This is an optimization exercise on Yosys and OpenROAD, whose aim is small area, not a production implementation.
In this exercise RTL edits were held to simulation tests only and were not proved equivalent to the original.
Power is estimated from default activity; no workload was simulated.

## flow/design.v (module list and top-level ports; edited modules follow where they fit)
// module display_controller: 42 lines
// module cursor_controller: 45 lines
// module sprite_rom: 804 lines
// module game_state: 149 lines
// module renderer: 27 lines
// module ssd_controller: 29 lines
// module A7_vga_top: 64 lines
module A7_vga_top(
  input  wire        ClkPort,
  input  wire        rst,             
  input  wire        BtnL, BtnR, BtnU, BtnD, BtnC,
  input  wire        SW0,             
  input  wire        SW1,
  output wire        hSync, vSync,
  output wire [3:0]  vgaR, vgaG, vgaB,
  output wire [7:0]  Anodes,
  output wire [6:0]  Segs,
  output wire        QuadSpiFlashCS
);
  // ...
==> flow/run.sh <==
#!/bin/bash
# synth_recipe.tcl (not shown) runs the flow's synth.tcl, then flattens the netlist and writes it again
# the make line also repeats each setting of config.mk as NAME=value (left out here)
make -C /OpenROAD-flow-scripts/flow DESIGN_CONFIG=/design/flow/config.mk WORK_HOME=/design/flow/orfs CLKGATE_MAP_FILE= SYNTH_SCRIPT=/design/flow/synth_recipe.tcl finish
==> flow/config.mk <==
export PLATFORM = sky130hd
export DESIGN_NAME = A7_vga_top
export DESIGN_NICKNAME = A7_vga_top
export VERILOG_FILES = /design/flow/design.v
export SDC_FILE = /design/flow/constraint.sdc
export NUM_CORES = 8
export LEC_CHECK = 0
export ABC_AREA = 1
export CAP_MARGIN = 20
export CORE_MARGIN = 2
export CORE_UTILIZATION = 40
export SLEW_MARGIN = 20
export SYNTH_MEMORY_MAX_BITS = 65536
==> flow/constraint.sdc <==
create_clock -name core_clock -period 11.0 [get_ports {ClkPort}]
set_input_delay 2.2000 -clock core_clock [delete_from_list [all_inputs] [get_ports {ClkPort}]]
set_output_delay 2.2000 -clock core_clock [all_outputs]
set_load 0.01 [all_outputs]
==> impl_metrics.yaml, run 1 <==
run_status:
  outcome: "complete, no violations"
synth:
  synth_top_area_share_pct: 30.4
  synthArstFlopShare_pct: 0
  synth_top_family_by_area: "simple AND/OR/NAND/NOR gates"
  synth_common_cells: "nand2_1, inv_1, a21oi_1, dfxtp_1, nor2_1"
  synthAdderAreaFrac_pct: 5.12
  synth_top_area_cell: "dfxtp_1"
  synth_edf_count: 3
  synth_area_per_cell_sq_um: 6.48
global_route:
  grtUsageTotal_pct: 26.6
timing:
  max_slew_margin_pct: 29.0
  period_share_pct: 78.1
  final-hold-violation-count: 0
final_layout:
  top_register: "gs.bombed"
  multi_input_area_sq_mm: 0.00682
  layout-drive-gt1-share_pct: 5.55
  post-route-util_pct: 44.7
  final_common_cell: "nand2_1"
  fin_area_sq_mm: 0.0133
  num-nonclk-inverters: 294
critical_path:
  worstSetupPathType: "in -> out"
  rr_startpoint: "dc.cnt[0]"
  critical_path.top_delay_family: "buffers and inverters"
  worstReg2RegEnd: "gs.cur_bombed"
  crit_path_top_delay_cell: "clkdlybuf4s50_1"
  cp.depth: 25
routing:
  drt_iter0_drc: 1562
  highest_layer: "met4"
  post_drt_wl_per_cell_um: 18.6
  vias_per_cell: 5.62
  routed-wl-met3_mm: 4.18
floorplanning:
  core-area_sq_mm: 0.0297
  die_w_um: 178
  dieHeight_um: 178
pwr:
  switching_share_pct: 29.3
  p_per_area_mw_per_mm2: 120
  pg_seq_w: 0.000707
  switching_power_w: 0.000467
placement:
  placed_area_sq_mm: 0.0127
  io_buffer_count: 31
clock_network:
  clk_latency_ns: 0.44
  cts_tree: "yes"
  cts_setup_buffers: 0
  numCtsBuffers: 17
==> module display_controller, before the edit <==
module display_controller(
  input  wire       clk,
  input  wire       rst,
  output reg [15:0] cnt,       
  output reg [9:0]  hp,
  output reg [3:0]  vcell,
  output reg [5:0]  vpix,
  output wire       hSync,
  output wire       vSync,
  output wire       bright
);
  wire tick = (cnt[1:0] == 2'b00);    
  always @(posedge clk)
    if (rst) cnt <= 16'd0;
    else     cnt <= cnt + 16'd1;
  wire h_end = (hp == 10'd655);                       
  wire v_end = (vcell == 4'd10) && (vpix == 6'd9);    
  always @(posedge clk)
    if (rst) begin
      hp    <= 10'd880;        
      vcell <= 4'd15;          
      vpix  <= 6'd13;
    end else if (tick) begin
      if (!h_end)
        hp <= hp + 10'd1;
      else begin
        hp <= 10'd880;
        if (v_end) begin
          vcell <= 4'd15;
          vpix  <= 6'd13;
        end else if (vpix == 6'd47) begin
          vcell <= vcell + 4'd1;
          vpix  <= 6'd0;
        end else
          vpix <= vpix + 6'd1;
      end
    end
  assign hSync = (hp >= 10'd880) && (hp < 10'd976);
  assign vSync = (vcell == 4'd15) && (vpix < 6'd15);
  assign bright = (hp != 10'd0) && (hp <= 10'd640) &&
                  ((vcell < 4'd10) || (vcell == 4'd10 && vpix == 6'd0));
endmodule
==> module A7_vga_top, before the edit <==
module A7_vga_top(
  input  wire        ClkPort,
  input  wire        rst,             
  input  wire        BtnL, BtnR, BtnU, BtnD, BtnC,
  input  wire        SW0,             
  input  wire        SW1,
  output wire        hSync, vSync,
  output wire [3:0]  vgaR, vgaG, vgaB,
  output wire [7:0]  Anodes,
  output wire [6:0]  Segs,
  output wire        QuadSpiFlashCS
);
  wire [15:0] cnt;
  wire [9:0]  hp;
  wire [3:0]  vcell;
  wire [5:0]  vpix;
  wire        bright;
  display_controller dc(
    .clk(ClkPort), .rst(rst), .cnt(cnt), .hp(hp), .vcell(vcell), .vpix(vpix),
    .hSync(hSync), .vSync(vSync), .bright(bright)
  );
  wire [3:0] cur_row, cur_col, nxt_row, nxt_col;
  wire       sample_tick = (cnt[9:0] == 10'd0);
  cursor_controller cursor_control(
    .clk(ClkPort), .rst(rst), .sample_tick(sample_tick),
    .btn_l(BtnL), .btn_r(BtnR), .btn_u(BtnU), .btn_d(BtnD),
    .col(cur_col), .row(cur_row), .next_col(nxt_col), .next_row(nxt_row)
  );
  wire [3:0] gcol = hp[9:6];
  wire       in_grid = bright && (hp < 10'd640) && (vcell < 4'd10);
  wire       on_line = in_grid && ((hp[5:0] == 6'd0) || (vpix == 6'd0));
  wire       in_sprite = bright && (gcol == cur_col) && (vcell == cur_row);
  wire [3:0] shade;
  reg  [3:0] shade_q;
  sprite_rom rom(.dy(vpix), .dx(hp[5:0]), .shade(shade));
  always @(posedge ClkPort)
    if (rst) shade_q <= 4'd0;
    else     shade_q <= in_sprite ? shade : 4'd0;
  wire [1:0] status;
  wire [3:0] turns_left;
  wire [2:0] ships_remaining;
  game_state gs(
    .clk(ClkPort), .rst(rst), .reset(SW0), .btn_c(BtnC),
    .sample_tick(sample_tick),
    .sprite_row(cur_row), .sprite_col(cur_col),
    .next_row(nxt_row), .next_col(nxt_col), .show_answer(SW1),
    .disp_row(vcell), .disp_col(gcol), .disp_status(status),
    .turns_left(turns_left), .ships_remaining(ships_remaining)
  );
  wire [11:0] rgb_pix;
  renderer rdr(
    .bright(bright), .in_grid(in_grid), .on_line(on_line),
    .in_sprite(in_sprite), .sprite_shade(shade_q), .status(status),
    .rgb(rgb_pix)
  );
  assign vgaR = rgb_pix[11:8];
  assign vgaG = rgb_pix[7:4];
  assign vgaB = rgb_pix[3:0];
  ssd_controller ssd(
    .sel(cnt[15]), .turns_left(turns_left), .ships_remaining(ships_remaining),
    .anode(Anodes), .ssdOut(Segs)
  );
  assign QuadSpiFlashCS = 1'b1;
endmodule
==> run 2, diff against run 1 <==
--- a/flow/design.v
+++ b/flow/design.v
@@ -3,6 +3,6 @@
   input  wire       clk,
   input  wire       rst,
-  output reg [15:0] cnt,       
-  output reg [9:0]  hp,
+  output reg [15:0] cnt,
+  output reg [5:0]  hblk,
   output reg [3:0]  vcell,
   output reg [5:0]  vpix,
@@ -11,20 +11,20 @@
   output wire       bright
 );
-  wire tick = (cnt[1:0] == 2'b00);    
   always @(posedge clk)
-    if (rst) cnt <= 16'd0;
+    if (rst) cnt <= 16'd3;
     else     cnt <= cnt + 16'd1;
-  wire h_end = (hp == 10'd655);                       
-  wire v_end = (vcell == 4'd10) && (vpix == 6'd9);    
+  wire blk_end = (cnt[5:0] == 6'd63);                    
+  wire h_end = (hblk == 6'd40);                           
+  wire v_end = (vcell == 4'd10) && (vpix == 6'd9);        
   always @(posedge clk)
     if (rst) begin
-      hp    <= 10'd880;        
+      hblk  <= 6'd55;          
       vcell <= 4'd15;          
       vpix  <= 6'd13;
-    end else if (tick) begin
+    end else if (blk_end) begin
       if (!h_end)
-        hp <= hp + 10'd1;
+        hblk <= hblk + 6'd1;
       else begin
-        hp <= 10'd880;
+        hblk <= 6'd55;
         if (v_end) begin
           vcell <= 4'd15;
@@ -37,7 +37,9 @@
       end
     end
-  assign hSync = (hp >= 10'd880) && (hp < 10'd976);
+  assign hSync = (hblk >= 6'd55) && (hblk <= 6'd60);
   assign vSync = (vcell == 4'd15) && (vpix < 6'd15);
-  assign bright = (hp != 10'd0) && (hp <= 10'd640) &&
+  wire h_bright = ((hblk < 6'd40) && !(hblk == 6'd0 && cnt[5:2] == 4'd0)) ||
+                  (hblk == 6'd40 && cnt[5:2] == 4'd0);
+  assign bright = h_bright &&
                   ((vcell < 4'd10) || (vcell == 4'd10 && vpix == 6'd0));
 endmodule
@@ -1115,14 +1117,15 @@
 );
   wire [15:0] cnt;
-  wire [9:0]  hp;
+  wire [5:0]  hblk;
   wire [3:0]  vcell;
   wire [5:0]  vpix;
   wire        bright;
   display_controller dc(
-    .clk(ClkPort), .rst(rst), .cnt(cnt), .hp(hp), .vcell(vcell), .vpix(vpix),
+    .clk(ClkPort), .rst(rst), .cnt(cnt), .hblk(hblk), .vcell(vcell), .vpix(vpix),
     .hSync(hSync), .vSync(vSync), .bright(bright)
   );
   wire [3:0] cur_row, cur_col, nxt_row, nxt_col;
-  wire       sample_tick = (cnt[9:0] == 10'd0);
+  wire       sample_tick = (cnt[9:0] == 10'd3);
+  wire       ssd_sel = cnt[15] ^ ((cnt[14:2] == 13'd0) && (cnt[1:0] != 2'd3));
   cursor_controller cursor_control(
     .clk(ClkPort), .rst(rst), .sample_tick(sample_tick),
@@ -1130,11 +1133,12 @@
     .col(cur_col), .row(cur_row), .next_col(nxt_col), .next_row(nxt_row)
   );
-  wire [3:0] gcol = hp[9:6];
-  wire       in_grid = bright && (hp < 10'd640) && (vcell < 4'd10);
-  wire       on_line = in_grid && ((hp[5:0] == 6'd0) || (vpix == 6'd0));
+  wire [3:0] gcol = hblk[5:2];
+  wire [5:0] gx = {hblk[1:0], cnt[5:2]};       
+  wire       in_grid = bright && (hblk < 6'd40) && (vcell < 4'd10);
+  wire       on_line = in_grid && ((gx == 6'd0) || (vpix == 6'd0));
   wire       in_sprite = bright && (gcol == cur_col) && (vcell == cur_row);
   wire [3:0] shade;
   reg  [3:0] shade_q;
-  sprite_rom rom(.dy(vpix), .dx(hp[5:0]), .shade(shade));
+  sprite_rom rom(.dy(vpix), .dx(gx), .shade(shade));
   always @(posedge ClkPort)
     if (rst) shade_q <= 4'd0;
@@ -1161,5 +1165,5 @@
   assign vgaB = rgb_pix[3:0];
   ssd_controller ssd(
-    .sel(cnt[15]), .turns_left(turns_left), .ships_remaining(ships_remaining),
+    .sel(ssd_sel), .turns_left(turns_left), .ships_remaining(ships_remaining),
     .anode(Anodes), .ssdOut(Segs)
   );
==> flow/flow/run.sh (new file) <==
#!/bin/bash
# Own flow: the standard synthesis; then the netlist's combinational
# logic re-synthesised for area by ABC (registers, their cells and names
# untouched); then the standard layout from that netlist, with buf_1
# port buffers and clkbuf_8 clock buffers and no CTS dummy loads.
set -euo pipefail
W=$PWD
R=$W/orfs/results/$FLOW_PLATFORM/A7_vga_top/base
YOSYS=$FLOW_HOME/../tools/install/yosys/bin/yosys
LIB=$FLOW_HOME/platforms/$FLOW_PLATFORM/lib/sky130_fd_sc_hd__tt_025C_1v80.lib
bash standard.sh "$R/1_2_yosys.v" > synth.log 2>&1
cp "$R/1_2_yosys.v" std_synth.v
python3 flow/mkcomb.py "$LIB" comb.v dont_use.txt > mkcomb.log 2>&1
printf 'set_driving_cell sky130_fd_sc_hd__buf_1\nset_load 5\n' > abc.constr
REOPT_LIB="$LIB" REOPT_COMB=comb.v REOPT_IN=std_synth.v REOPT_OUT=reopt.v REOPT_TOP="$FLOW_TOP" \
REOPT_DONT_USE=dont_use.txt REOPT_SCRIPT=flow/resyn.abc REOPT_CONSTR=abc.constr REOPT_STAT=reopt_stat.txt \
  "$YOSYS" -c flow/reopt.tcl > reopt.log 2>&1
cp reopt.v "$R/1_2_yosys.v"
export BUFFER_PORTS_ARGS="-buffer_cell sky130_fd_sc_hd__buf_1"
export CTS_ARGS="-sink_clustering_enable -repair_clock_nets -dont_use_dummy_load -buf_list sky130_fd_sc_hd__clkbuf_8"
bash standard.sh > layout.log 2>&1
==> flow/flow/mkcomb.py (new file) <==
# Verilog models of a liberty file's combinational cells, so that Yosys can
# flatten a mapped netlist's logic back into gates for re-synthesis.
# usage: mkcomb.py LIB OUT_V OUT_DONTUSE
import re, sys
txt = open(sys.argv[1]).read()
ms = list(re.finditer(r'\n\s*cell\s*\(\s*"?(\w+)"?\s*\)\s*\{', txt))
out, dont = [], []
for i, m in enumerate(ms):
    name = m.group(1)
    if re.search(r'lpflow|probe', name):
        dont.append(name)
    seg = txt[m.end(): ms[i + 1].start() if i + 1 < len(ms) else len(txt)]
    if re.search(r'\b(ff|latch|statetable)\s*\(', seg):
        continue
    pins = []
    for pm in re.finditer(r'\n\s*pin\s*\(\s*"?(\w+)"?\s*\)\s*\{', seg):
        body = seg[pm.end(): pm.end() + 4000]
        d = re.search(r'direction\s*:\s*"?(\w+)"?', body)
        f = re.search(r'\bfunction\s*:\s*"([^"]*)"', body)
        pins.append((pm.group(1), d.group(1) if d else None, f.group(1) if f else None))
    outs = [p for p in pins if p[1] == 'output']
    ins = [p for p in pins if p[1] == 'input']
    if not outs or any(f is None for _, _, f in outs) or re.search(r'three_state', seg):
        continue
    lines = ["module %s(%s);" % (name, ", ".join(p[0] for p in ins + outs))]
    lines += ["  input %s;" % p[0] for p in ins]
    for p in outs:
        f = p[2].replace('!', '~').replace('+', '|').replace('*', '&')
        lines += ["  output %s;" % p[0], "  assign %s = %s;" % (p[0], f)]
    lines.append("endmodule")
    out.append("\n".join(lines))
open(sys.argv[2], 'w').write("\n\n".join(out) + "\n")
open(sys.argv[3], 'w').write(" ".join(dont) + "\n")
==> flow/flow/reopt.tcl (new file) <==
# Re-synthesise the combinational logic of the standard synthesis's netlist
# with a stronger ABC script. Registers (and their names) are kept as they are.
yosys -import
set lib $::env(REOPT_LIB)
read_liberty -lib $lib
read_verilog -overwrite $::env(REOPT_COMB)
read_verilog $::env(REOPT_IN)
hierarchy -top $::env(REOPT_TOP)
flatten
techmap
opt -fast -purge
read_liberty -lib -overwrite $lib
set dont_use {}
foreach c [split [string trim [read [open $::env(REOPT_DONT_USE)]]]] { lappend dont_use -dont_use $c }
abc -script $::env(REOPT_SCRIPT) -liberty $lib {*}$dont_use -constr $::env(REOPT_CONSTR)
opt_clean -purge
hilomap -singleton -hicell sky130_fd_sc_hd__conb_1 HI -locell sky130_fd_sc_hd__conb_1 LO
insbuf -buf sky130_fd_sc_hd__buf_4 A X
splitnets
opt_clean -purge
check -assert -mapped
tee -o $::env(REOPT_STAT) stat -liberty $lib
write_verilog -noattr -nohex -nodec $::env(REOPT_OUT)
==> flow/flow/resyn.abc (new file) <==
strash
&get -n
&deepsyn -T 300
&dch -f
&nf -p -a -R 1000 -F 8 -A 8 -C 32
&put
topo
stime -c
==> flow/standard.sh (new file) <==
#!/bin/bash
# synth_recipe.tcl (not shown) runs the flow's synth.tcl, then flattens the netlist and writes it again
# the make line also repeats each setting of config.mk as NAME=value (left out here)
make -C /OpenROAD-flow-scripts/flow DESIGN_CONFIG=/design/flow/config.mk WORK_HOME=/design/flow/orfs CLKGATE_MAP_FILE= SYNTH_SCRIPT=/design/flow/synth_recipe.tcl "${@:-finish}"
--- a/flow/config.mk
+++ b/flow/config.mk
@@ -9,5 +9,5 @@
 export CAP_MARGIN = 20
 export CORE_MARGIN = 2
-export CORE_UTILIZATION = 40
+export CORE_UTILIZATION = 65
 export SLEW_MARGIN = 20
 export SYNTH_MEMORY_MAX_BITS = 65536
removed: flow/run.sh
==> run 2 against run 1 <==
Largest cell class unchanged. Sequential share of layout area grew 7.2 points. First-iteration DRC count grew 44%. Clock power shrank 48%. Sequential cell count shrank 4. Count of clock-buffer cells in the layout shrank 1. Clock skew grew 0.016 ns. Cell area shrank 22%. Synthesized area shrank 19%. Core utilization grew 26 points.
==> impl_metrics.yaml, run 2 <==
routing:
  vias: 11000
  drt_iter0_drc: 2247
  post_drt_wl_per_cell_um: 23.1
  drtPass1Iterations: 9
  drtAntennaViolNets: 0
  wirelength_mm: 35.1
  drc: 0
  vias_per_cell: 7.25
clock_network:
  cts-resized-gates: 0
  clk_latency_ns: 0.47
  cts_tree: "yes"
  numCtsBuffers: 17
  cts-hold-fix-buffers: 0
  cts_setup_buffers: 0
  h-tree-depth: 4
  ctsLongestPathBuffers: 2
  cts_sinks: 183
  clk_pin_slew_ns: 0.09
  clock-root-buffer: "clkbuf_8"
global_route:
  grt_max_degree: 67
  overflow: 0
  gr-usage-met3_pct: 16.0
  grt_pass1_wl_mm: 54.9
  antenna_found_initial: 0
  use_met2_pct: 61.0
  grt_pass1_vias: 9833
  busiest_layer: "met1"
  grtUsageTotal_pct: 43.4
  met1_usage_pct: 61.1
synth:
  mappedNetlistArea_sq_mm: 0.00983
  synth_area_per_cell_sq_um: 7.59
  yosysWarningCount: 6
  synth_cells: 1296
critical_path:
  cp-end-kind: "output port"
  worst-path-max-fanout: 18
  critPathBufInv: 1
  rr_startpoint: "cursor_control.col[0]"
  max_stage_delay_ns: 0.75
  cp.arrival_ns: 6.39
  cp-start-kind: "register"
  critical_path.top_delay_family: "simple AND/OR/NAND/NOR gates"
  crit_path_top_delay_cell: "dfxtp_1"
  crit_chain: "and3_1 -> nor3b_1 -> o21ai_0 -> xor2_1 -> nor2_1 -> a21oi_1 -> nor2b_1 -> nor2b_1 -> a22o_1 -> a221oi_1 -> a31oi_1 -> a221oi_1 -> a32o_1 -> o221ai_1 -> o211ai_1 -> and2_0 -> nor3_1 -> buf_1"
  worstReg2RegEnd: "gs.cur_bombed"
  cp.required_ns: 8.80
  r2r_setup_slack_ns: 5.52
  rr_worst_depth: 16
  worstSetupPathType: "reg -> out"
timing:
  final-hold-violation-count: 0
  tightest_slew_ns: 1.18
  post-route-min-period_ns: 8.59
  fmax_mhz: 116
  setup_violations: 0
  finalMaxSlewViolations: 0
  max_slew_margin_pct: 20.9
  rsz0062_at_grt: "false"
  finalSetupTns_ns: 0
  fin_hold_ws_ns: 0.463
  period_share_pct: 78.1
  fin_skew_ns: 0.0261
final_layout:
  nNetsFinal: 1349
  area_growth_pct: 5.48
  layout-drive-gt1-share_pct: 2.99
  largest_register_ffs: 100
  num_antenna_cells: 0
  mostFrequentLayoutCells: "nor2_1, dfxtp_1, nand2_1"
  fillers: 1217
  multi_input_area_sq_mm: 0.00590
  top_register: "gs.bombed"
  largestRegisters: "gs.bombed x100, dc.cnt x16"
  post-route-util_pct: 70.8
  regArea_sq_mm: 0.00369
  final_common_cell: "nor2_1"
worst_hold_path:
  hold_depth: 2
  hold_start: "cursor_control.u_deb"
  hold_class: "reg -> reg"
  min_to: "cursor_control.u_deb"
pwr:
  seqPwrFrac_pct: 58.2
  vdd_drop_max_mv: 0.158
  switching_power_w: 0.000318
  p_per_area_mw_per_mm2: 112
  clock_power_share_pct: 29.8
  switching_share_pct: 27.3
  p_leak_nw: 3.51
  intPower_w: 0.000847
  p_comb_share_pct: 12.0
floorplanning:
  pin_count: 39
  dieHeight_um: 127
  die_area_sq_mm: 0.0161
  rows: 44
  die_w_um: 127
  start_util_pct: 67.2
  core-area_sq_mm: 0.0146
placement:
  io_buffer_count: 31
  place_hpwl_mm: 25.2
  place_congestion: 1.11
job:
  cap_violations: 0
run_status:
  outcome: "complete, no violations"
run 2: power groups by stage:
stage | Combinational (W) | Sequential (W) | Clock, W
after global placement | 0.000130 | 0.000693 | 0
final | 0.000139 | 0.000679 | 0.000347
after floorplan | 0.0000972 | 0.000693 | 0
after detailed placement | 0.000132 | 0.000694 | 0
after global routing | 0.000148 | 0.000680 | 0.000370
after CTS | 0.000133 | 0.000678 | 0.000344
run 2: area by class of cell:
class / instances / share of cell area, %
clock buffers: 17 / 2.26
repair buffers: 47 / 2.29
flip-flops and latches: 183 / 35.6
multi-input cells: 1069 / 56.8
inverters: 22 / 0.796
well taps: 184 / 2.22
run 2: worst max path at each step:
stage | cells after the start | startpoint | slack (ns) | end
after floorplan | 21 | dc.cnt[2] | 3.33 | vgaG[3]
after global placement | 15 | rst | 2.99 | vgaG[3]
after detailed placement | 15 | rst | 2.91 | vgaG[3]
after CTS | 18 | cursor_control.col[0] | 2.71 | vgaG[3]
after global routing | 18 | cursor_control.col[0] | 2.00 | vgaG[3]
final | 18 | cursor_control.col[0] | 2.41 | vgaG[3]
run 2: tightest hold or removal path, cell delays in order, from the launching register on:
cell and delay, ns:
dfxtp_1 0.33, nand2_1 0.06, nand2_1 0.04
run 2: layer usage:
| metal | up-vias | share of wire (%) |
|---|---|---|
| li1 | 4898 | - |
| met1 | 5055 | 39 |
| met2 | 931 | 40 |
| met3 | 153 | 17 |
| met4 | 2 | 4.0 |
| met5 | - | 0.12 |
run 2: stage by stage:
step           area, sq um  power [W]  instances  setup WS [ns]
2_1_floorplan         9860   0.000790       1302           3.33
3_3_place_gp         10100   0.000824       1504           2.99
3_5_place_dp         10100   0.000825       1504           2.91
4_1_cts              10400    0.00116       1521           2.71
5_1_grt              10400    0.00120       1522           2.00
6_report             10400    0.00117       1522           2.41

re-timing with driven ports:
The results above use ideal ports. As a check the final layouts listed here were re-extracted and re-timed, cells and wires unchanged. Step 1, drivers: a clkbuf_16 drives ClkPort and a buf_2 each remaining input, both assumed. Step 2, shift: input delay + t, output delay - t, t = (earliest + latest rising clock arrival at the registers) / 2. This alone moves slack from input paths to output paths. Three values: no drivers, after step 1, after step 2; two values: the first two.
run | shift t [ns] | slack for setup (ns) | latest minus earliest clock arrival (ns) | worst register clock-pin slew, ns | pins driven straight from the clock port
run 1 | 0.485 | 2.410 / 2.387 / 2.387 | 0.010 / 0.010 | 0.07 / 0.07 | 1
run 2 | 0.499 | 2.414 / 2.372 / 2.652 | 0.027 / 0.026 | 0.09 / 0.09 | 1
After both steps setup and hold are still met in every run listed. For run 1, which loses most, drivers alone change the setup slack by -0.023 ns; drivers and shift together by -0.023 ns.
